From an optimization exercise on the open Yosys and OpenROAD flow, aimed at small area; shortcuts taken in it are not production practice.
Function was checked by simulation only, so behaviour that the tests miss may differ from the original.
No activity file was given, so power comes from the tool's default toggle rates.

old:
Design top_module, start of the top module:
module top_module(
    input clk,
    rst,
    floor_0_p,
    floor_1_p,
    floor_2_p,
    floor_3_p,
    floor_4_p,
    direction_1,
    direction_2,
    direction_3,
    floor_0_d,
    floor_1_d,
    floor_2_d,
    floor_3_d,
    floor_4_d,
    output led_inside_0,
    led_inside_1,
    led_inside_2,
    led_inside_3,
    led_inside_4,
    led_outside_0,
    led_outside_1,
    led_outside_2,
    led_outside_3,
    led_outside_4,
    led_busy,
    a_out,b_out,c_out,d_out,e_out,f_out,g_out,p_out,
    output [7:0] an
);
    reg [5:0] r;
    reg [4:0] b, a;
    wire r_wrap = r[5] & r[2] & r[1] & r[0];              
    wire tick = r[5] & r[3] & r[2] & r[0];                
    wire r24 = r[4] & r[3] & r[1] & r[0];                 
    wire b_wrap = b[4] & ~b[1] & ~b[0];                   
    wire b0 = ~b[2] & ~b[1] & ~b[0];                      
    wire b_lt3 = ~b[4] & ~b[3] & ~b[2];                   
    wire b1 = ~b[3] & ~b[2] & ~b[1] & b[0];               
    wire b9 = b[4] & ~b[3] & b[2] & b[1] & ~b[0];         
    wire b11 = b[4] & ~b[2] & b[1] & b[0];                
    wire a0 = ~a[3] & ~a[2] & ~a[1] & ~a[0];              
    wire a12 = ~a[3] & a[2] & a[1] & a[0];                
    wire a24 = ~a[4] & a[3] & ~a[2] & ~a[1] & a[0];       
    wire t249 = (a12 & b9) | (a24 & b_wrap);
    wire t1 = (a0 & b1) | (a12 & b11);
    wire step = tick && t249;
    always @(posedge clk) begin
        if (!rst) begin
            r <= 6'd0;
            b <= 5'd0;
            a <= 5'd0;
        end else begin
            r <= r_wrap ? 6'b000001 : {r[4:0], ~(r[5] ^ r[0])};
            if (tick) begin
                b <= b_wrap ? 5'd0 : {b[3:0], ~(b[4] ^ b[1])};
                if (b_wrap)
  ...
Settings: LEC_CHECK=0, CAP_MARGIN=0, CORE_MARGIN=2, CORE_UTILIZATION=40, SLEW_MARGIN=0, BUFFER_PORTS_ARGS=-buffer_cell sky130_fd_sc_hd__buf_1, CTS_ARGS=-sink_clustering_enable -repair_clock_nets -dont_use_dummy_load -buf_list "sky130_fd_sc_hd__clkbuf_4 sky130_fd_sc_hd__clkbuf_8" -root_buf sky130_fd_sc_hd__clkbuf_4; clock period 10.0 ns.
standard.sh (not shown) runs the stock make flow with config.mk's settings and CLKGATE_MAP_FILE= SYNTH_SCRIPT=/design/flow/synth_recipe.tcl, a recipe that flattens the netlist after the stock synthesis.
==> flow/flow/run.sh <==
#!/bin/bash
# ORFS layout as the standard.sh makes it, with two changes:
#  - ports are buffered with the smallest buffer cell (buf_1), and CTS
#    options are set (flow/extra.mk);
#  - after the standard synthesis, its combinational logic is re-mapped
#    with longer ABC scripts (flow/resyn.tcl with flow/resyn_*.abc, each
#    also run a second time on its own result); registers are untouched.
#    The smallest result that keeps every register, is fully mapped and
#    that Yosys proves equivalent to the standard netlist (flow/eqchk.tcl)
#    is laid out; if none qualifies, the standard netlist is.
# Each tool writes its full output to a log file in this folder.
set -euo pipefail
cd "$(dirname "${BASH_SOURCE[0]}")/.."
W=$(pwd)
cat flow/extra.mk >> config.mk

bash standard.sh synth > log_1_synth.log 2>&1

R=$W/orfs/results/${FLOW_PLATFORM}/top_module/base
cp "$R/1_2_yosys.v" "$W/std_1_2_yosys.v"
YOSYS=$(command -v yosys || echo "$FLOW_HOME/../tools/install/yosys/bin/yosys")
export RESYN_LIB="$FLOW_HOME/platforms/sky130hd/lib/sky130_fd_sc_hd__tt_025C_1v80.lib"
export RESYN_TOP="$FLOW_TOP"
export RESYN_DONT_USE="$(sed -n '/DONT_USE_CELLS/,/^$/p' "$FLOW_HOME/platforms/sky130hd/config.mk" | grep -o 'sky130_fd_sc_hd__[a-z0-9_]*' | tr '\n' ' ')"
STD="$W/std_1_2_yosys.v"
n_std=$(grep -cE '^\s*sky130_fd_sc_hd__e?dfxtp_[0-9]+ ' "$STD" || true)

# try: run one re-mapping; print "area file" if the result is usable
try() {  # in out script log
  if RESYN_IN="$1" RESYN_OUT="$2" RESYN_SCRIPT="$3" "$YOSYS" -c "$W/flow/resyn.tcl" > "$4" 2>&1; then
    local n_new n_asg area
    n_new=$(grep -cE '^\s*sky130_fd_sc_hd__e?dfxtp_[0-9]+ ' "$2" || true)
    n_asg=$(grep -cE '^\s*assign ' "$2" || true)
    area=$(grep "Chip area for module" "$4" | tail -1 | awk '{print $NF}')
    if [[ "$n_std" -gt 0 && "$n_std" == "$n_new" && "$n_asg" == 0 && -n "$area" ]]; then
      echo "$area $2"
    fi
  fi
}
: > resyn_candidates.txt
for s in flow/resyn_*.abc; do
  k=$(basename "$s" .abc)
  try "$STD" "$W/${k}_1.v" "$W/$s" "log_2_${k}_1.log" >> resyn_candidates.txt || true
  if [[ -f "$W/${k}_1.v" ]]; then
    try "$W/${k}_1.v" "$W/${k}_2.v" "$W/$s" "log_2_${k}_2.log" >> resyn_candidates.txt || true
  fi
done
sort -g resyn_candidates.txt > resyn_sorted.txt
chosen=""
sed "s/^module $FLOW_TOP(/module eq_gold(/" "$STD" > "$W/eq_gold.v"
while read -r area f; do
  sed "s/^module $FLOW_TOP(/module eq_gate(/" "$f" > "$W/eq_gate.v"
  if EQ_GOLD="$W/eq_gold.v" EQ_GATE="$W/eq_gate.v" "$YOSYS" -c "$W/flow/eqchk.tcl" > "log_2_eqchk_$(basename "$f" .v).log" 2>&1; then
    chosen="$f"; break
  fi
done < resyn_sorted.txt
echo "chosen: ${chosen:-standard netlist}" > log_2_resyn_choice.log
cat resyn_sorted.txt >> log_2_resyn_choice.log
if [[ -n "$chosen" ]]; then
  cp "$chosen" "$R/1_2_yosys.v"
  touch "$R/1_2_yosys.v"
fi

bash standard.sh > log_3_finish.log 2>&1
==> flow/flow/extra.mk <==
export BUFFER_PORTS_ARGS = -buffer_cell sky130_fd_sc_hd__buf_1
export CTS_ARGS = -sink_clustering_enable -repair_clock_nets -dont_use_dummy_load -buf_list "sky130_fd_sc_hd__clkbuf_4 sky130_fd_sc_hd__clkbuf_8" -root_buf sky130_fd_sc_hd__clkbuf_4
Other scripts of this flow, unchanged in this note and not shown: flow/flow/eqchk.tcl, flow/flow/resyn.tcl, flow/flow/resyn_a.abc, flow/flow/resyn_b.abc, flow/flow/resyn_c.abc, flow/flow/resyn_d.abc
old reached the end of the flow, and the finished layout is clean on the timing, design-rule and antenna checks.
> inputs changed (old -> new)
Settings: CTS_ARGS now -repair_clock_nets -dont_use_dummy_load -buf_list sky130_fd_sc_hd__clkbuf_4 -root_buf sky130_fd_sc_hd__clkbuf_4, was -sink_clustering_enable -repair_clock_nets -dont_use_dummy_load -buf_list "sky130_fd_sc_hd__clkbuf_4 sky130_fd_sc_hd__clkbuf_8" -root_buf sky130_fd_sc_hd__clkbuf_4; CORE_UTILIZATION now 55, was 40.
==> flow/flow/extra.mk <==
export BUFFER_PORTS_ARGS = -buffer_cell sky130_fd_sc_hd__buf_1
export CTS_ARGS = -repair_clock_nets -dont_use_dummy_load -buf_list sky130_fd_sc_hd__clkbuf_4 -root_buf sky130_fd_sc_hd__clkbuf_4
Findings:
- Diff old..new | portion of the layout cell area used by clock cells | negligible
- For count of maximum capacitance violations, old and new come out practically identical.
- Compared with old, new shows a share of power burned in the clock network that is 1.0 points higher.
- Changes observed in new relative to old: final area now smaller; maximum frequency now smaller.
- new: flow completed, timing, DRC and antenna clean

## what the ideal ports hide
The results above use ideal ports. As a check the final layouts listed here were re-extracted and re-timed, cells and wires unchanged. Step 1 assumes that a clkbuf_16 drives the clock port and a buf_2 every other input. Step 2, shift: input delay + t, output delay - t, t = (earliest + latest rising clock arrival at the registers) / 2. This alone moves slack from input paths to output paths. Slacks: ideal ports / drivers / drivers and shift; pairs: ideal ports / drivers.
| run | t (ns) | slack for setup (ns) | worst hold slack (ns) | slew at the worst register clock pin (ns) |
|---|---|---|---|---|
| old | 0.418 | 5.861 / 5.834 / 6.252 | 0.435 / 0.435 / 0.435 | 0.12 / 0.12 |
| new | 0.418 | 5.812 / 5.785 / 6.203 | 0.427 / 0.427 / 0.427 | 0.11 / 0.11 |
After both steps setup and hold are still met in every run listed.
